This is an optimization exercise on Yosys and OpenROAD, whose aim is small area, a short achievable clock period and few clock cycles, not a production implementation.
The RTL was checked by simulation tests, not by an equivalence proof against the original design.

// subterranean_lwc
module subterranean_lwc
#(parameter ASYNC_RSTN = 0,
parameter G_PWIDTH = 32,
parameter G_SWIDTH = 32,
parameter G_SEGMENT_SIZE_BITS = 16,
parameter G_HASH_SIZE_WORDS = 8,
parameter G_TAG_SIZE_WORDS = 4
)
(
    input wire clk,
    input wire rst,
    input wire [(G_PWIDTH-1):0] pdi_data,
    input wire pdi_valid,
    output wire pdi_ready,
    input wire [(G_SWIDTH-1):0] sdi_data,
    input wire sdi_valid,
    output wire sdi_ready,
    output wire [(G_PWIDTH-1):0] do_data,
    output wire do_valid,
    input wire do_ready,
    output wire do_last
);
Size in the first run: about 410 flip-flops.
==> flow/config.mk <==
export PLATFORM = sky130hd
export DESIGN_NAME = subterranean_lwc
export DESIGN_NICKNAME = subterranean_lwc
export VERILOG_FILES = /design/flow/design.v
export SDC_FILE = /design/flow/constraint.sdc
export NUM_CORES = 4
export LEC_CHECK = 0
export ABC_CLOCK_PERIOD_IN_PS = 2000
export CAP_MARGIN = 20
export CORE_MARGIN = 2
export CORE_UTILIZATION = 40
export CTS_CLUSTER_DIAMETER = 100
export CTS_CLUSTER_SIZE = 24
export SETUP_SLACK_MARGIN = 2.8
export SLEW_MARGIN = 20
export TNS_END_PERCENT = 5
==> flow/constraint.sdc <==
create_clock -name core_clock -period 5.0 [get_ports {clk}]
set_input_delay 1.0000 -clock core_clock [delete_from_list [all_inputs] [get_ports {clk}]]
set_output_delay 1.0000 -clock core_clock [all_outputs]
set_load 0.01 [all_outputs]
standard.sh (not shown) runs the stock make flow with config.mk's settings and CLKGATE_MAP_FILE= SYNTH_SCRIPT=/design/flow/synth_recipe.tcl, a recipe that flattens the netlist after the stock synthesis.
==> flow/flow/run.sh <==
#!/bin/bash
# The standard layout, except that the port buffers are plain buffers
# (buffer_ports otherwise picks a delay cell, clkdlybuf4s50_1, for them).
set -euo pipefail
export BUFFER_PORTS_ARGS="-buffer_cell sky130_fd_sc_hd__buf_4"
bash standard.sh finish > make_finish.log 2>&1
Testbench counts at the start, summed over its fixed seeds: cycles 13,182.
Next try:
--- a/flow/design.v
+++ b/flow/design.v
@@ -345,14 +345,15 @@
 reg [3:0] cnt;          
 reg [15:0] len;         
 reg lastw;              
 reg [2:0] wsize;        
 reg eot;
 reg dec;
 reg fail;
+reg [1:0] bidx;         
 reg hlast;              
 reg [3:0] bsel;         
 reg [3:0] bsel_n;
 reg [3:0] mb;           
 reg [3:0] mp;           
 reg ms;                 
 reg dsel;               
@@ -378,15 +379,15 @@
 reg [14:0] ph_n;
 reg [4:0] nr_n;
 reg [3:0] cnt_n;
 reg [15:0] len_n;
 reg lastw_n;
 reg [2:0] wsize_n;
 reg eot_n, dec_n, fail_n, kact_n, hfirst_n, hlast_n, spend_n, hpend_n, pinst_v_n, pinst_h_n, nxt, nxh;
-reg [1:0] sph_n, kcnt_n;
+reg [1:0] bidx_n, sph_n, kcnt_n;
 wire ptake = pdi_valid & prdy;
 wire stake = sdi_valid & srdy;
 wire qpush = (pdi_valid & pv) | pc;
 wire [4:0] nr_dec = nz ? 5'd0 : (nr - 5'd1);
 wire wr_ok = ~v1;
 wire pop = v0 & do_ready;
 wire [31:0] z;
@@ -408,14 +409,15 @@
     fail_n = fail;
     kact_n = kact;
     hfirst_n = hfirst;
     spend_n = spend;
     hpend_n = hpend;
     pinst_v_n = pinst_v;
     pinst_h_n = pinst_h;
+    bidx_n = bidx;
     bsel_n = bsel;
     sph_n = sph;
     kcnt_n = kcnt;
     if (stake) begin
         case (sph)
             2'd0 : sph_n = 2'd1;
             2'd1 : begin sph_n = 2'd2; kcnt_n = 2'd0; end
@@ -544,28 +546,31 @@
         if (ph[P_HHDR] & ptake) begin
             hfirst_n = 1'b0;
             if (hfirst) hpend_n = 1'b1;
             len_n = pdi_data[15:0];
             lastw_n = hdr_le4;
             wsize_n = hdr_ws;
             eot_n = pdi_data[25];
+            bidx_n = 2'd0;
             bsel_n = 4'b0001;
             hlast_n = (pdi_data[15:0] == 16'd1);
             if (pdi_data[15:0] == 16'd0) begin
                 nr_n = nz ? 5'd10 : (nr + 5'd9);
                 cnt_n = 4'd8;
                 begin ph_n[P_HHDR] = 1'b0; ph_n[P_SQ] = 1'b1; end
             end else
                 begin ph_n[P_HHDR] = 1'b0; ph_n[P_HDAT] = 1'b1; end
         end
         if (ph[P_HDAT] & pdi_valid & m_hash) begin
             nr_n = 5'd1;
+            bidx_n = bidx + 2'd1;
             bsel_n = {bsel[2:0], bsel[3]};
-            hlast_n = (bsel[0] & (wsize == 3'd2)) | (bsel[1] & (wsize == 3'd3)) | (bsel[2] & (wsize == 3'd4));
+            hlast_n = ((bidx + 3'd2) == wsize);
             if (ptake) begin
+                bidx_n = 2'd0;
                 bsel_n = 4'b0001;
                 hlast_n = (len == 16'd5);
                 len_n = len - 16'd4;
                 lastw_n = len_le8;
                 wsize_n = len_ws;
                 if (lastw) begin
                     if (eot) begin
@@ -702,14 +707,15 @@
 always @(posedge clk) begin
     cnt <= cnt_n;
     len <= len_n;
     lastw <= lastw_n;
     wsize <= wsize_n;
     eot <= eot_n;
     dec <= dec_n;
+    bidx <= bidx_n;
     bsel <= bsel_n;
     mb <= mb_n;
     mp <= mp_n;
     ms <= kabs_n;
     dsel <= dec_n & ph_n[P_PDAT];
     kw <= m_key_n | m_word_n;
     padv <= padv_n;
The new run completed with no timing, DRC or antenna violations.
Routed wire length is higher by 9.0%.
Fmax is higher by 9.0%.
Clock skew is higher by 4.8 ps.
First-iteration DRC count is lower by 1.4%.
Die area is higher by 3.6%.
Synthesized area is higher by 3.7%.
Synthesized cell count is higher by 3.0%.
Core utilization is higher by 0.16 points.
Final cell count is higher by 3.6%.
Worst hold slack is worse by 12 ps.
Testbench counts after the change, summed over its fixed seeds: cycles 13,182.

-- what the ideal ports hide --
Ports are ideal in the flow. The routed layouts listed here were re-timed in OpenROAD.
Step 1: set_driving_cell puts a clkbuf_16 on clk and a buf_2 on each other input, an assumption about the parent block.
Step 2 also shifts input and output timing later by t, the mid clock arrival at the registers, as if the neighbouring blocks saw the same clock.
Slacks: ideal ports / drivers / drivers and shift; pairs: ideal ports / drivers.
run | shift t [ns] | setup slack, ns | latest minus earliest clock arrival (ns)
the first run | 0.657 | 2.434 / 2.442 / 1.785 | 0.046 / 0.045
the second run | 0.651 | 2.646 / 2.646 / 2.084 | 0.047 / 0.047
After both steps setup and hold are still met in every run listed. The setup slack of the first run, which loses most, moves by +0.008 ns with the drivers and by -0.649 ns with both steps.
